This is an optimization exercise on Yosys and OpenROAD, whose aim is small area, a short achievable clock period and few clock cycles per item, not a production implementation. At most, simulation tests tie the RTL to the original design; equivalence was not proved.

== v31 ==
// krnl_ro_rtl
module krnl_ro_rtl #( 
  parameter integer  C_S_AXI_CONTROL_DATA_WIDTH = 32,
  parameter integer  C_S_AXI_CONTROL_ADDR_WIDTH = 7,
  parameter integer  C_M_AXI_GMEM_ID_WIDTH = 2,
  parameter integer  C_M_AXI_GMEM_ADDR_WIDTH = 64,
  parameter integer  C_M_AXI_GMEM_DATA_WIDTH = 32
)
(
  input  wire  ap_clk,
  input  wire  ap_rst_n,
  output wire                                 m_axi_gmem_AWVALID,
  input  wire                                 m_axi_gmem_AWREADY,
  output wire [C_M_AXI_GMEM_ADDR_WIDTH-1:0]   m_axi_gmem_AWADDR,
  output wire [C_M_AXI_GMEM_ID_WIDTH - 1:0]   m_axi_gmem_AWID,
  output wire [7:0]                           m_axi_gmem_AWLEN,
  output wire [2:0]                           m_axi_gmem_AWSIZE,
  output wire [1:0]                           m_axi_gmem_AWBURST,
  output wire [1:0]                           m_axi_gmem_AWLOCK,
  output wire [3:0]                           m_axi_gmem_AWCACHE,
  output wire [2:0]                           m_axi_gmem_AWPROT,
  output wire [3:0]                           m_axi_gmem_AWQOS,
  ...
Size: roughly 930 flip-flops, about 380 I/O pins, ~51000 um^2 of cells after synthesis.
export LEC_CHECK = 0
export CAP_MARGIN = 30
export CORE_MARGIN = 2
export CORE_UTILIZATION = 40
export SLEW_MARGIN = 20
export TNS_END_PERCENT = 0
create_clock -name core_clock -period 20.0 [get_ports {ap_clk}]
standard.sh (not shown) runs the stock make flow with config.mk's settings and CLKGATE_MAP_FILE= SYNTH_SCRIPT=/design/flow/synth_recipe.tcl, a recipe that flattens the netlist after the stock synthesis.
==> flow/flow/run.sh <==
#!/bin/bash
# The standard layout with three changes to how it is made:
# - repair_timing is asked to leave SETUP_SLACK_MARGIN ns of setup slack at
#   the design's clock period, so the layout is timed for a shorter period
#   than the one it is checked at (the SDC is the standard flow's own, unchanged);
# - every input and output port still gets a buffer, but a plain buf cell
#   that the resizer may size up, not the delay buffer buffer_ports picks;
# - clock tree synthesis clusters up to 25 sinks within 60 um per buffer
#   and adds no dummy loads, so the tree has fewer buffers.
set -euo pipefail
bash standard.sh SETUP_SLACK_MARGIN=15.5 \
  "BUFFER_PORTS_ARGS=-buffer_cell sky130_fd_sc_hd__buf_1" \
  "CTS_ARGS=-sink_clustering_enable -repair_clock_nets -dont_use_dummy_load -sink_clustering_size 25 -sink_clustering_max_diameter 60" \
  finish > flow_make.log 2>&1
Testbench counts of v31, summed over its fixed seeds: cycles 18,719, items 5,627.
## Diff of input files: v10 against v31
==> flow/flow/run.sh <==
#!/bin/bash
# The standard layout with three changes to how it is made:
# - repair_timing is asked to leave SETUP_SLACK_MARGIN ns of setup slack at
#   the design's clock period, so the layout is timed for a shorter period
#   than the one it is checked at (the SDC is the standard flow's own, unchanged);
# - every input and output port still gets a buffer, but a plain buf cell
#   that the resizer may size up, not the delay buffer buffer_ports picks;
# - clock tree synthesis clusters up to 30 sinks within 75 um per buffer
#   and adds no dummy loads, so the tree has fewer buffers.
set -euo pipefail
bash standard.sh SETUP_SLACK_MARGIN=15.5 \
  "BUFFER_PORTS_ARGS=-buffer_cell sky130_fd_sc_hd__buf_1" \
  "CTS_ARGS=-sink_clustering_enable -repair_clock_nets -dont_use_dummy_load -sink_clustering_size 30 -sink_clustering_max_diameter 75" \
  finish > flow_make.log 2>&1
[summary]
Going from v31 to v10, met2 layer wire length in the routed design now sits at about the same level; first-pass iteration count of the detailed router now sits higher. NOTE first-iteration DRC count v31->v10 decreased slightly. v10 vs v31 — maximum clock frequency dropped 0.0016 GHz.


Setup of lane 1:
krnl_ro_rtl, a different RTL version from the one above (not shown whole).
Size: ~830 flip-flops, about 380 I/O pins, about 50000 µm² of cells after synthesis.
==> flow/config.mk <==
export PLATFORM = sky130hd
export DESIGN_NAME = krnl_ro_rtl
export DESIGN_NICKNAME = krnl_ro_rtl
export VERILOG_FILES = /design/flow/design.v
export SDC_FILE = /design/flow/constraint.sdc
export NUM_CORES = 4
export LEC_CHECK = 0
export ABC_AREA = 1
export CAP_MARGIN = 30
export CORE_MARGIN = 2
export CORE_UTILIZATION = 60
export SLEW_MARGIN = 20
==> flow/constraint.sdc <==
create_clock -name core_clock -period 20.0 [get_ports {ap_clk}]
set_input_delay 4.0000 -clock core_clock [delete_from_list [all_inputs] [get_ports {ap_clk}]]
set_output_delay 4.0000 -clock core_clock [all_outputs]
set_load 0.01 [all_outputs]
==> flow/flow/run.sh <==
#!/bin/bash
# The standard layout, with repair_timing asked to leave setup slack
# SETUP_SLACK_MARGIN ns at the design's clock period, so that the layout
# is timed for a shorter period than the one it is checked at. The SDC and
# every other step are the standard flow's own.
set -euo pipefail
bash standard.sh SETUP_SLACK_MARGIN=14 finish > flow_make.log 2>&1
Every stage of the flow completed for lane 1, and the final layout passed the timing, DRC and antenna checks.
Testbench counts of lane 1, summed over its fixed seeds: cycles 18,687, items 5,627.
#### Input delta (lane 2 over lane 1)
# lane 1
export LEC_CHECK = 0
export ABC_AREA = 1
export CAP_MARGIN = 30
export CORE_MARGIN = 2
export CORE_UTILIZATION = 60
export SLEW_MARGIN = 20
create_clock -name core_clock -period 20.0 [get_ports {ap_clk}]
# lane 2
export LEC_CHECK = 0
export ABC_AREA = 1
export CAP_MARGIN = 30
export CORE_MARGIN = 2
export CORE_UTILIZATION = 40
export SLEW_MARGIN = 20
create_clock -name core_clock -period 20.0 [get_ports {ap_clk}]
--- outcome ---
- Lane 1 ended up with sky130_fd_sc_hd__fa_1 as its highest-delay cell along the critical path; lane 2 ended up with sky130_fd_sc_hd__fa_2.
- Min routed wire length across lane 2 and lane 1: lane 1


== run A ==
krnl_ro_rtl with an RTL version that a note above also has.
Size in the first run: ~930 flip-flops, roughly 380 I/O pins, roughly 51000 µm² of cells after synthesis.
==> flow/config.mk <==
export PLATFORM = sky130hd
export DESIGN_NAME = krnl_ro_rtl
export DESIGN_NICKNAME = krnl_ro_rtl
export VERILOG_FILES = /design/flow/design.v
export SDC_FILE = /design/flow/constraint.sdc
export NUM_CORES = 4
export LEC_CHECK = 0
export CAP_MARGIN = 30
export CORE_MARGIN = 2
export CORE_UTILIZATION = 50
export SLEW_MARGIN = 20
export TNS_END_PERCENT = 0
==> flow/constraint.sdc <==
create_clock -name core_clock -period 20.0 [get_ports {ap_clk}]
set_input_delay 4.0000 -clock core_clock [delete_from_list [all_inputs] [get_ports {ap_clk}]]
set_output_delay 4.0000 -clock core_clock [all_outputs]
set_load 0.01 [all_outputs]
==> flow/flow/run.sh <==
#!/bin/bash
# The standard layout with three changes to how it is made:
# - repair_timing is asked to leave SETUP_SLACK_MARGIN ns of setup slack at
#   the design's clock period, so the layout is timed for a shorter period
#   than the one it is checked at (the SDC is the standard flow's own, unchanged);
# - every input and output port still gets a buffer, but a plain buf cell
#   that the resizer may size up, not the delay buffer buffer_ports picks;
# - clock tree synthesis clusters up to 25 sinks within 60 um per buffer
#   and adds no dummy loads, so the tree has fewer buffers.
set -euo pipefail
bash standard.sh SETUP_SLACK_MARGIN=15.5 \
  "BUFFER_PORTS_ARGS=-buffer_cell sky130_fd_sc_hd__buf_1" \
  "CTS_ARGS=-sink_clustering_enable -repair_clock_nets -dont_use_dummy_load -sink_clustering_size 25 -sink_clustering_max_diameter 60" \
  finish > flow_make.log 2>&1
Testbench counts of run A, summed over its fixed seeds: cycles 18,719, items 5,627.
#### Input delta (run B over run A)
# run A
export LEC_CHECK = 0
export CAP_MARGIN = 30
export CORE_MARGIN = 2
export CORE_UTILIZATION = 50
export SLEW_MARGIN = 20
export TNS_END_PERCENT = 0
create_clock -name core_clock -period 20.0 [get_ports {ap_clk}]
# run B
export LEC_CHECK = 0
export CAP_MARGIN = 30
export CORE_MARGIN = 2
export CORE_UTILIZATION = 40
export SLEW_MARGIN = 20
export TNS_END_PERCENT = 0
create_clock -name core_clock -period 20.0 [get_ports {ap_clk}]
--- a/flow/flow/run.sh
+++ b/flow/flow/run.sh
@@ -11 +11 @@
-bash standard.sh SETUP_SLACK_MARGIN=15.5 \
+bash standard.sh SETUP_SLACK_MARGIN=15 \
==> comparison <==
- Looking at startpoint of the most critical setup path, the inst_krnl_ro_rtl_int.axaddr_r[16]$_DFFE_PP_ result is from run B; the inst_krnl_ro_rtl_int.axaddr_r[36]$_DFFE_PP_ one comes from run A.
- Diff run A -> run B: worst hold slack flat; post-placement cell count increased by 296 relative to the old numbers.
- Of run B and run A, the run reporting the lower number of inserted filler cells in the final layout was run A.
- Layout clock buffer count came out exactly the same in run B and run A.
- Route | run B vs run A | wire longer in run B
- Re area of all placed cells without fillers: run B and run A aren't equal, and the higher value belongs to run B.
- Run B was carried through to the last stage, and its layout satisfied the timing, DRC and antenna checks.
- Die outline width of run B exceeds that of run A by more than 10%.
## Diff of input files: run C against run B
# run B
export LEC_CHECK = 0
export CAP_MARGIN = 30
export CORE_MARGIN = 2
export CORE_UTILIZATION = 40
export SLEW_MARGIN = 20
export TNS_END_PERCENT = 0
create_clock -name core_clock -period 20.0 [get_ports {ap_clk}]
# run C
export LEC_CHECK = 0
export ABC_AREA = 1
export CAP_MARGIN = 30
export CORE_MARGIN = 2
export CORE_UTILIZATION = 40
export SLEW_MARGIN = 20
export TNS_END_PERCENT = 0
create_clock -name core_clock -period 20.0 [get_ports {ap_clk}]
--- a/flow/flow/run.sh
+++ b/flow/flow/run.sh
@@ -11 +11 @@
-bash standard.sh SETUP_SLACK_MARGIN=15 \
+bash standard.sh SETUP_SLACK_MARGIN=15.5 \
The number of tap cells added at floorplan of run C exceeds that of run B by 4.8%.
Diff run B -> run C: global-route wire length before repair saw an increase, starting density of the core held steady.


krnl_ro_rtl, a different RTL version from the one above (not shown whole).
For scale: about 6600 cells after synthesis, roughly 890 flip-flops, about 380 I/O pins, roughly 57000 um2 of cells after synthesis.
Design krnl_ro_rtl, start of the top module:
module krnl_ro_rtl #( 
  parameter integer  C_S_AXI_CONTROL_DATA_WIDTH = 32,
  parameter integer  C_S_AXI_CONTROL_ADDR_WIDTH = 7,
  parameter integer  C_M_AXI_GMEM_ID_WIDTH = 2,
  parameter integer  C_M_AXI_GMEM_ADDR_WIDTH = 64,
  parameter integer  C_M_AXI_GMEM_DATA_WIDTH = 32
)
(
  input  wire  ap_clk,
  input  wire  ap_rst_n,
  output wire                                 m_axi_gmem_AWVALID,
  input  wire                                 m_axi_gmem_AWREADY,
  output wire [C_M_AXI_GMEM_ADDR_WIDTH-1:0]   m_axi_gmem_AWADDR,
  output wire [C_M_AXI_GMEM_ID_WIDTH - 1:0]   m_axi_gmem_AWID,
  output wire [7:0]                           m_axi_gmem_AWLEN,
  output wire [2:0]                           m_axi_gmem_AWSIZE,
  output wire [1:0]                           m_axi_gmem_AWBURST,
  output wire [1:0]                           m_axi_gmem_AWLOCK,
  output wire [3:0]                           m_axi_gmem_AWCACHE,
  output wire [2:0]                           m_axi_gmem_AWPROT,
  output wire [3:0]                           m_axi_gmem_AWQOS,
  output wire [3:0]                           m_axi_gmem_AWREGION,
  output wire                                 m_axi_gmem_WVALID,
  input  wire                                 m_axi_gmem_WREADY,
  output wire [C_M_AXI_GMEM_DATA_WIDTH-1:0]   m_axi_gmem_WDATA,
  output wire [C_M_AXI_GMEM_DATA_WIDTH/8-1:0] m_axi_gmem_WSTRB,
  output wire                                 m_axi_gmem_WLAST,
  output wire                                 m_axi_gmem_ARVALID,
  input  wire                                 m_axi_gmem_ARREADY,
  output wire [C_M_AXI_GMEM_ADDR_WIDTH-1:0]   m_axi_gmem_ARADDR,
  output wire [C_M_AXI_GMEM_ID_WIDTH-1:0]     m_axi_gmem_ARID,
  ...
Settings: LEC_CHECK=0, CAP_MARGIN=20, CORE_MARGIN=2, CORE_UTILIZATION=40, SLEW_MARGIN=20; clock period 20.0 ns.
run.sh (not shown) runs the stock make flow with config.mk's settings and CLKGATE_MAP_FILE= SYNTH_SCRIPT=/design/flow/synth_recipe.tcl, a recipe that flattens the netlist after the stock synthesis.
Stock flow here: none of the scripts above is used.
The baseline finished clean.
Edit:
- ABC_AREA: not set -> 1
Effect: Routed wire length shrinks by a little under a tenth. Global-route usage rose by 0.45 points. Hold slack got worse by 0.0068 ns. Maximum frequency came out higher slightly. Utilization rose by 0.75 points. Cell count came out lower by a few percent. First-iteration DRC count went down by a quarter to a third. Worst setup slack gets better by 0.080 ns. Non-clock buffer count fell by 55. Die area came out lower by a little under a tenth.
Function was not checked in any run of this note: the RTL went through the layout flow alone.

==> port drivers added, routing unchanged <==
No port has a modelled driver above. Below, the same layouts with a new extraction and two added sets of constraints. Step 1 sets driving cells, clkbuf_16 on the clock port and buf_2 on the other inputs (assumed; they add their load-dependent delay and slew). Step 2, shift: input delay + t, output delay - t, t = (earliest + latest rising clock arrival at the registers) / 2. This alone moves slack from input paths to output paths. Slacks: ideal / step 1 / step 2; pairs: ideal / step 1.
run | t, ns | setup slack, ns | latest minus earliest clock arrival (ns)
v31 | 0.766 | 14.547 / 14.476 / 13.939 | 0.099 / 0.099
v10 | 0.758 | 14.497 / 14.427 / 13.943 | 0.120 / 0.120
lane 1 | 0.746 | 13.850 / 13.850 / 13.369 | 0.063 / 0.063
lane 2 | 0.795 | 13.903 / 13.903 / 13.315 | 0.043 / 0.043
run A | 0.733 | 14.534 / 14.461 / 14.073 | 0.090 / 0.091
run B | 0.766 | 14.547 / 14.476 / 13.939 | 0.099 / 0.099
run C | 0.774 | 14.563 / 14.485 / 14.039 | 0.114 / 0.114
the first run of note 4 | 0.812 | 11.243 / 11.243 / 11.243 | 0.082 / 0.083
the second run of note 4 | 0.785 | 11.323 / 11.323 / 11.323 | 0.099 / 0.099
After both steps every run listed still meets setup and hold.
